Context: an optimization exercise on an open-source flow, tuned for small area, a short achievable clock period and few clock cycles per item. The choices shown serve that exercise and are no tape-out recipe.
Where RTL was checked, it was by simulation tests only, not by an equivalence proof against the original.

rev 12:
==> flow/design.v <==
module interp_add #(
  parameter int N    = 16,
  parameter int ARCH = 1
) (
  input  [N-1:0] a,
  input  [N-1:0] b,
  input          ci,
  output [N-1:0] s,
  output         co
);
  logic [N:0] g0, p0, g, pp;
  always_comb begin
    g0[0] = ci; p0[0] = 1'b0;
    for (int i = 0; i < N; i++) begin
      g0[i+1] = a[i] & b[i];
      p0[i+1] = a[i] ^ b[i];
    end
    g = g0; pp = p0;
    if (ARCH == 0) begin
      for (int i = 1; i <= N; i++) g[i] = g0[i] | (p0[i] & g[i-1]);
    end else if (ARCH == 2) begin
      for (int l = 1; l <= N; l = l * 2) begin
        for (int i = N; i >= l; i--) begin
          g[i]  = g[i] | (pp[i] & g[i-l]);
          pp[i] = pp[i] & pp[i-l];
        end
      end
    end else begin
      for (int l = 1; 2 * l <= N + 1; l = l * 2) begin
        for (int i = 2 * l - 1; i <= N; i += 2 * l) begin
          g[i]  = g[i] | (pp[i] & g[i-l]);
          pp[i] = pp[i] & pp[i-l];
        end
      end
      for (int l = 16; l >= 1; l = l / 2) begin
        for (int i = 3 * l - 1; i <= N; i += 2 * l) begin
          g[i]  = g[i] | (pp[i] & g[i-l]);
          pp[i] = pp[i] & pp[i-l];
        end
      end
    end
  end
  for (genvar i = 0; i < N; i++) begin : sum
    assign s[i] = p0[i+1] ^ g[i];
  end
  assign co = g[N];
endmodule
module interpolate_cal #(
  parameter  int unsigned HALF_SIZE = 16,
  parameter  int unsigned DATA_SIZE = 16
) (
  input clk,
  input rstn,
  input en,
  input [0:7][DATA_SIZE-1:0] feat,
  input [0:8][DATA_SIZE-1:0] x,  
  input [0:8][DATA_SIZE-1:0] y,
  input [0:8][DATA_SIZE-1:0] z,
  output logic [DATA_SIZE-1:0] interpolated_feat,
  output logic done
);
localparam int W = DATA_SIZE;
logic         busy;         
logic [3:0]   op;           
logic [1:0]   cnt;          
logic         first;        
logic [W-1:0] r;            
logic [W-1:0] d;            
logic         p_valid;      
logic [3:0]   p_nib;        
logic [W-1:0] p, m, a, b;
logic [1:0] k_norm;
always_comb begin
  if (d[15:12] != 4'd0)     k_norm = 2'd0;
  else if (d[11:8] != 4'd0) k_norm = 2'd1;
  else if (d[7:4] != 4'd0)  k_norm = 2'd2;
  else                      k_norm = 2'd3;
end
wire [1:0]   left = first ? k_norm : cnt;    
logic [W-1:0] dv;
always_comb begin
  case (left)
    2'd0: dv = d;
    2'd1: dv = d << 4;
    2'd2: dv = d << 8;
    default: dv = d << 12;
  endcase
end
wire idle   = !busy && !p_valid;
wire start  = idle && en;
wire last   = busy && (left == 2'd0);
wire load   = start || (last && op != 4'd10);
wire [3:0] lop = busy ? op + 4'd1 : 4'd1;    
logic [W-1:0] d_a, d_b, n_a, n_b;
always_comb begin
  d_a = x[1]; d_b = x[0];
  case (lop)
    4'd1:  begin d_a = x[1]; d_b = x[0]; end
    4'd2:  begin d_a = y[2]; d_b = y[0]; end
    4'd3:  begin d_a = x[3]; d_b = x[2]; end
    4'd4:  begin d_a = y[2]; d_b = y[0]; end
    4'd5:  begin d_a = z[4]; d_b = z[0]; end
    4'd6:  begin d_a = x[5]; d_b = x[4]; end
    4'd7:  begin d_a = y[6]; d_b = y[4]; end
    4'd8:  begin d_a = x[7]; d_b = x[6]; end
    4'd9:  begin d_a = y[6]; d_b = y[4]; end
    4'd10: begin d_a = z[4]; d_b = z[0]; end
    default: ;
  endcase
  n_a = x[8]; n_b = x[0];
  case (lop)
    4'd1:  begin n_a = x[8]; n_b = x[0]; end
    4'd2:  begin n_a = y[8]; n_b = y[0]; end
    4'd3:  begin n_a = x[8]; n_b = x[2]; end
    4'd4:  begin n_a = y[2]; n_b = y[8]; end
    4'd5:  begin n_a = z[8]; n_b = z[0]; end
    4'd6:  begin n_a = x[8]; n_b = x[4]; end
    4'd7:  begin n_a = y[8]; n_b = y[4]; end
    4'd8:  begin n_a = x[8]; n_b = x[6]; end
    4'd9:  begin n_a = y[6]; n_b = y[8]; end
    4'd10: begin n_a = z[4]; n_b = z[8]; end
    default: ;
  endcase
end
wire [W-1:0] n_new, d_new;
interp_add #(W, 1) u_nsub (.a(n_a), .b(~n_b), .ci(1'b1), .s(n_new), .co());
interp_add #(W, 1) u_dsub (.a(d_a), .b(~d_b), .ci(1'b1), .s(d_new), .co());
logic [W-1:0] rs [0:4];
logic [3:0]   nib;
assign rs[0] = r;
for (genvar j = 0; j < 4; j++) begin : step
  localparam int S = 3 - j;
  wire [W-1:0] dsh  = dv << S;
  wire         fits = (S == 0) ? 1'b1 : ~|dv[W-1 -: (S == 0 ? 1 : S)];
  wire [W-1:0] diff;
  wire         nb;
  interp_add #(W, 1) u_sub (.a(rs[j]), .b(~dsh), .ci(1'b1), .s(diff), .co(nb));
  assign nib[S]  = nb & fits;
  assign rs[j+1] = nib[S] ? diff : rs[j];
end
always_ff @(posedge clk) begin
  if (!rstn) begin
    busy  <= 1'b0;
    op    <= 4'd1;
  end else if (load) begin
    busy  <= 1'b1;
    op    <= lop;
  end else if (last) begin
    busy  <= 1'b0;
  end
end
always_ff @(posedge clk) begin
  first <= load;
  if (load) begin
    r   <= n_new;
    d   <= d_new;
  end else begin
    r   <= rs[4];
  end
  cnt <= left - 2'd1;
end
always_ff @(posedge clk) begin
  if (!rstn) begin
    p_valid <= 1'b0;
    done    <= 1'b0;
  end else begin
    p_valid <= busy;
    done    <= p_valid && !busy;
  end
  p_nib   <= nib;
end
wire x_op  = (op == 4'd1) || (op == 4'd3) || (op == 4'd6) || (op == 4'd8);
wire [W-1:0] f_a = (op == 4'd1) ? feat[0] : (op == 4'd3) ? feat[2] :
                   (op == 4'd6) ? feat[4] : feat[6];
wire [W-1:0] f_b = (op == 4'd1) ? feat[1] : (op == 4'd3) ? feat[3] :
                   (op == 4'd6) ? feat[5] : feat[7];
wire [W-1:0] f_sum;
interp_add #(W, 1) u_fadd (.a(f_a), .b(f_b), .ci(1'b0), .s(f_sum), .co());
wire p_fin  = first || !busy;                               
wire add_a  = first && (op == 4'd5 || op == 4'd10);         
wire add_b  = !busy;                                        
wire [W-1:0] addend = add_a ? a : add_b ? b : '0;
wire [W-1:0] p_new = (p << 4) + addend
                   + (p_nib[3] ? (m << 3) : '0)
                   + (p_nib[2] ? (m << 2) : '0)
                   + (p_nib[1] ? (m << 1) : '0)
                   + (p_nib[0] ? m : '0);
always_ff @(posedge clk) begin
  if (start)
    p <= '0;
  else if (p_valid)
    p <= (p_fin && busy) ? '0 : p_new;
  if (busy && first)
    m <= x_op ? f_sum : p_new;
  if (p_valid && first && (op == 4'd3 || op == 4'd8)) a <= p_new;   
  if (p_valid && first && op == 4'd6) b <= p_new;                    
end
assign interpolated_feat = p;
endmodule
module interp_top #(
  parameter  int unsigned W = 16
) (
  input              clk,
  input              rstn,
  input              en,
  input  [8*W-1:0]   feat,
  input  [9*W-1:0]   x,
  input  [9*W-1:0]   y,
  input  [9*W-1:0]   z,
  output [W-1:0]     interpolated_feat,
  output             done
);
logic [0:7][W-1:0] feat_arr;
logic [0:8][W-1:0] x_arr, y_arr, z_arr;
genvar g;
generate
  for (g = 0; g < 8; g = g + 1) begin : feat_unpack
    assign feat_arr[g] = feat[g*W +: W];
  end
  for (g = 0; g < 9; g = g + 1) begin : xyz_unpack
    assign x_arr[g] = x[g*W +: W];
    assign y_arr[g] = y[g*W +: W];
    assign z_arr[g] = z[g*W +: W];
  end
endgenerate
interpolate_cal #(
  .DATA_SIZE(W)
) INTERP (
  .clk               (clk),
  .rstn              (rstn),
  .en                (en),
  .feat              (feat_arr),
  .x                 (x_arr),
  .y                 (y_arr),
  .z                 (z_arr),
  .interpolated_feat (interpolated_feat),
  .done              (done)
);
endmodule
export LEC_CHECK = 0
export CAP_MARGIN = 20
export CORE_MARGIN = 2
export CORE_UTILIZATION = 40
export PLACE_DENSITY = 0.6
export SLEW_MARGIN = 20
create_clock -name core_clock -period 33.0 [get_ports {clk}]
standard.sh (not shown) runs the stock make flow with config.mk's settings and CLKGATE_MAP_FILE= SYNTH_SCRIPT=/design/flow/synth_recipe.tcl, a recipe that flattens the netlist after the stock synthesis.
==> flow/flow/run.sh <==
#!/bin/bash
set -euo pipefail
export BUFFER_PORTS_ARGS="-buffer_cell sky130_fd_sc_hd__buf_1"
export SETUP_SLACK_MARGIN=23
bash standard.sh > standard_flow.log 2>&1
What rev 13 does differently from rev 12 at the input level:
--- a/flow/design.v
+++ b/flow/design.v
@@ -68,25 +68,18 @@
 logic [W-1:0] d;            
 logic         p_valid;      
 logic [3:0]   p_nib;        
 logic [W-1:0] p, m, a, b;
-logic [1:0] k_norm;
+logic [W-1:0] d_norm;
+logic [1:0]   k_norm;
 always_comb begin
-  if (d[15:12] != 4'd0)     k_norm = 2'd0;
-  else if (d[11:8] != 4'd0) k_norm = 2'd1;
-  else if (d[7:4] != 4'd0)  k_norm = 2'd2;
-  else                      k_norm = 2'd3;
-end
-wire [1:0]   left = first ? k_norm : cnt;    
-logic [W-1:0] dv;
-always_comb begin
-  case (left)
-    2'd0: dv = d;
-    2'd1: dv = d << 4;
-    2'd2: dv = d << 8;
-    default: dv = d << 12;
-  endcase
-end
+  if (d[15:12] != 4'd0)     begin d_norm = d;         k_norm = 2'd0; end
+  else if (d[11:8] != 4'd0) begin d_norm = d << 4;    k_norm = 2'd1; end
+  else if (d[7:4] != 4'd0)  begin d_norm = d << 8;    k_norm = 2'd2; end
+  else                      begin d_norm = d << 12;   k_norm = 2'd3; end
+end
+wire [W-1:0] dv   = first ? d_norm : d;
+wire [1:0]   left = first ? k_norm : cnt;
 wire idle   = !busy && !p_valid;
 wire start  = idle && en;
 wire last   = busy && (left == 2'd0);
 wire load   = start || (last && op != 4'd10);
@@ -106,21 +99,18 @@
     4'd9:  begin d_a = y[6]; d_b = y[4]; end
     4'd10: begin d_a = z[4]; d_b = z[0]; end
     default: ;
   endcase
-  n_a = x[8]; n_b = x[0];
   case (lop)
-    4'd1:  begin n_a = x[8]; n_b = x[0]; end
-    4'd2:  begin n_a = y[8]; n_b = y[0]; end
-    4'd3:  begin n_a = x[8]; n_b = x[2]; end
-    4'd4:  begin n_a = y[2]; n_b = y[8]; end
-    4'd5:  begin n_a = z[8]; n_b = z[0]; end
-    4'd6:  begin n_a = x[8]; n_b = x[4]; end
-    4'd7:  begin n_a = y[8]; n_b = y[4]; end
-    4'd8:  begin n_a = x[8]; n_b = x[6]; end
-    4'd9:  begin n_a = y[6]; n_b = y[8]; end
-    4'd10: begin n_a = z[4]; n_b = z[8]; end
-    default: ;
+    4'd2, 4'd7: n_a = y[8];
+    4'd5:       n_a = z[8];
+    4'd4, 4'd9, 4'd10: n_a = d_a;
+    default:    n_a = x[8];
+  endcase
+  case (lop)
+    4'd4, 4'd9: n_b = y[8];
+    4'd10:      n_b = z[8];
+    default:    n_b = d_b;
   endcase
 end
 wire [W-1:0] n_new, d_new;
 interp_add #(W, 1) u_nsub (.a(n_a), .b(~n_b), .ci(1'b1), .s(n_new), .co());
@@ -133,9 +123,9 @@
   wire [W-1:0] dsh  = dv << S;
   wire         fits = (S == 0) ? 1'b1 : ~|dv[W-1 -: (S == 0 ? 1 : S)];
   wire [W-1:0] diff;
   wire         nb;
-  interp_add #(W, 1) u_sub (.a(rs[j]), .b(~dsh), .ci(1'b1), .s(diff), .co(nb));
+  interp_add #(W, 2) u_sub (.a(rs[j]), .b(~dsh), .ci(1'b1), .s(diff), .co(nb));
   assign nib[S]  = nb & fits;
   assign rs[j+1] = nib[S] ? diff : rs[j];
 end
 always_ff @(posedge clk) begin
@@ -155,8 +145,9 @@
     r   <= n_new;
     d   <= d_new;
   end else begin
     r   <= rs[4];
+    d   <= dv >> 4;
   end
   cnt <= left - 2'd1;
 end
 always_ff @(posedge clk) begin
--- outcome ---
- [diff] die area, rev 13 relative to rev 12: improvement
- Measured against each other, rev 13 and rev 12 differ in count of clock buffers in the final design, the higher figure coming from rev 13.
- Summary of rev 13 over rev 12: post-CTS setup repair buffer count down 26, global-route usage shrank by 0.58 points, initial antenna violation count now larger.
- Rev 12 -> rev 13: total of cells resized after clock tree synthesis decreased by more than a quarter
- Taking rev 12 as the reference point, the wire length of the first global-routing pass of rev 13 falls by about 3%.
Testbench counts of rev 13, summed over its fixed seeds: cycles 65,649, items 2,400.
Function not checked in rev 12: the RTL went through the layout flow alone.

[port drivers added, routing unchanged]
The flow's constraints put no driver on any port. The routed layouts listed below were extracted and timed again, unchanged, in two steps. Step 1 assumes that a clkbuf_16 drives the clock port and a buf_2 every other input. Step 2 also shifts input and output timing later by t, the mid clock arrival at the registers, as if the neighbouring blocks saw the same clock. a / b / c = ideal ports / drivers / drivers and shift; a / b = the first two.
run | shift t [ns] | setup WS [ns] | hold slack, ns | worst register clock-pin slew, ns
rev 12 | 0.417 | 21.545 / 21.545 / 21.545 | 0.485 / 0.485 / 0.485 | 0.09 / 0.09
rev 13 | 0.402 | 23.134 / 23.069 / 22.667 | 0.433 / 0.433 / 0.433 | 0.09 / 0.09
After both steps every run listed still meets setup and hold. For rev 13, which loses most, drivers alone change the setup slack by -0.065 ns; drivers and shift together by -0.467 ns.
